This design comes from an exercise in tuning for small area, a short achievable clock period and few clock cycles on the open sky130 flow, not from production work.
Function was checked by simulation only, so behaviour that the tests miss may differ from the original.
No activity file was given, so power comes from the tool's default toggle rates.

Setup of main:
// core_ahb
module core_ahb #(
    parameter DATA_WIDTH = 32
)(
    input                       clk_i,
    input                       reset_i,
    input   [DATA_WIDTH-1:0]    hrdata_i,
    output  [DATA_WIDTH-1:0]    hwdata_o,
    input                       hready_i,
    input                       hresp_i,
    output  [DATA_WIDTH-1:0]    haddr_o,
    output                      hwrite_o,
    output                      htrans_o
);
Settings: LEC_CHECK=0, CAP_MARGIN=30, CORE_MARGIN=2, CORE_UTILIZATION=45, SLEW_MARGIN=30; clock period 17.0 ns.
standard.sh (not shown) runs the stock make flow with config.mk's settings and CLKGATE_MAP_FILE= SYNTH_SCRIPT=/design/flow/synth_recipe.tcl, a recipe that flattens the netlist after the stock synthesis.
==> flow/flow/run.sh <==
#!/bin/bash
# Own layout flow: the standard flow (standard.sh), run step by step.
#  - synthesis: the standard script, but adders are left to ABC as plain gates
#    (ADDER_MAP_FILE empty) instead of being mapped onto full/half-adder cells
#  - ports are buffered with buf_4 cells (the default picks a slow delay buffer)
#  - clock tree: clkbuf_16 buffers, clusters of up to 22 sinks within 70 um, no dummy loads
#  - no setup repair at floorplan and placement, where clocks are still ideal
#  - setup repair at CTS and global route aims at MARGIN ns of slack, so the
#    tools keep shortening the critical paths well below the 17 ns period
#  - after global route, max slew / capacitance are repaired once more
#    (flow/post_grt.tcl)
# Each step's output goes to a log file of its own here; ORFS's own logs are
# under orfs/logs.
set -e
MARGIN=12
export BUFFER_PORTS_ARGS="-buffer_cell sky130_fd_sc_hd__buf_4"
export CTS_ARGS="-sink_clustering_enable -repair_clock_nets -dont_use_dummy_load -buf_list {sky130_fd_sc_hd__clkbuf_16} -root_buf sky130_fd_sc_hd__clkbuf_16 -sink_clustering_size 22 -sink_clustering_max_diameter 70"
export POST_GLOBAL_ROUTE_TCL="$PWD/flow/post_grt.tcl"
ADDER_MAP_FILE= SETUP_SLACK_MARGIN=0 bash standard.sh synth > run_synth.log 2>&1
SETUP_SLACK_MARGIN=0 bash standard.sh floorplan > run_floorplan.log 2>&1
SETUP_SLACK_MARGIN=0 bash standard.sh place > run_place.log 2>&1
SETUP_SLACK_MARGIN=$MARGIN bash standard.sh cts > run_cts.log 2>&1
SETUP_SLACK_MARGIN=$MARGIN bash standard.sh grt > run_grt.log 2>&1
SETUP_SLACK_MARGIN=$MARGIN bash standard.sh finish > run_finish.log 2>&1
==> flow/flow/post_grt.tcl <==
# Runs at the end of global route (POST_GLOBAL_ROUTE_TCL): timing repair may
# have cloned or moved gates after the electrical repair ran, so fix max
# slew / capacitance once more, then update the routing guides.
global_route -start_incremental
repair_design_helper
detailed_placement
global_route -end_incremental
estimate_parasitics -global_routing
report_check_types -max_slew -max_capacitance -max_count 5
write_guides $::env(RESULTS_DIR)/route.guide
Testbench counts of main, summed over its fixed seeds: cycles 124,547.
## Diff of input files: the feature branch against main
-- flow/flow/run.sh --
<<< main, line 5
#  - ports are buffered with buf_4 cells (the default picks a slow delay buffer)
#  - clock tree: clkbuf_16 buffers, clusters of up to 22 sinks within 70 um, no dummy loads
#  - no setup repair at floorplan and placement, where clocks are still ideal
>>> the feature branch, line 5
#  - ports are buffered with buf_4 cells (the default picks a slow delay buffer)
#  - clock tree: clkbuf_8/clkbuf_4 below a clkbuf_16 root, no dummy loads
#  - no setup repair at floorplan and placement, where clocks are still ideal
<<< main, line 16
export BUFFER_PORTS_ARGS="-buffer_cell sky130_fd_sc_hd__buf_4"
export CTS_ARGS="-sink_clustering_enable -repair_clock_nets -dont_use_dummy_load -buf_list {sky130_fd_sc_hd__clkbuf_16} -root_buf sky130_fd_sc_hd__clkbuf_16 -sink_clustering_size 22 -sink_clustering_max_diameter 70"
export POST_GLOBAL_ROUTE_TCL="$PWD/flow/post_grt.tcl"
>>> the feature branch, line 16
export BUFFER_PORTS_ARGS="-buffer_cell sky130_fd_sc_hd__buf_4"
export CTS_ARGS="-sink_clustering_enable -repair_clock_nets -dont_use_dummy_load -buf_list {sky130_fd_sc_hd__clkbuf_8 sky130_fd_sc_hd__clkbuf_4} -root_buf sky130_fd_sc_hd__clkbuf_16"
export POST_GLOBAL_ROUTE_TCL="$PWD/flow/post_grt.tcl"
==> results.txt <==
[compare] base=main new=the feature branch: shortest clock period the worst path allows after layout now smaller, routed wire length now larger, critical path depth now larger.
On total chip power, main beats the feature branch.
The feature branch vs main: share of final layout cell area taken by clock buffers and inverters up in the feature branch

-- re-timing with driven ports --
The results above use ideal ports. As a check the final layouts listed here were re-extracted and re-timed, cells and wires unchanged. Step 1 (the two cells are an assumption about what drives the block):
set clk [get_ports {clk_i}]
set_driving_cell -lib_cell sky130_fd_sc_hd__clkbuf_16 $clk
set_driving_cell -lib_cell sky130_fd_sc_hd__buf_2 [delete_from_list [all_inputs] $clk]
Step 2 times the ports against the registers' clock, not the clock port: input delays grow and output delays shrink by t, the midpoint of the rising clock arrivals with the driver on. a / b / c = ideal ports / drivers / drivers and shift; a / b = the first two.
run | t (ns) | setup WS [ns] | worst setup path after step 2 | clock arrival spread, ns | worst data-port slew with drivers (ns)
main | 0.984 | 11.832 / 11.832 / 11.210 | input to register | 0.112 / 0.113 | 0.22
the feature branch | 0.975 | 11.915 / 11.905 / 11.189 | input to register | 0.091 / 0.091 | 0.22
After both steps setup and hold are still met in every run listed. For the feature branch, which loses most, drivers alone change the setup slack by -0.010 ns; drivers and shift together by -0.726 ns.
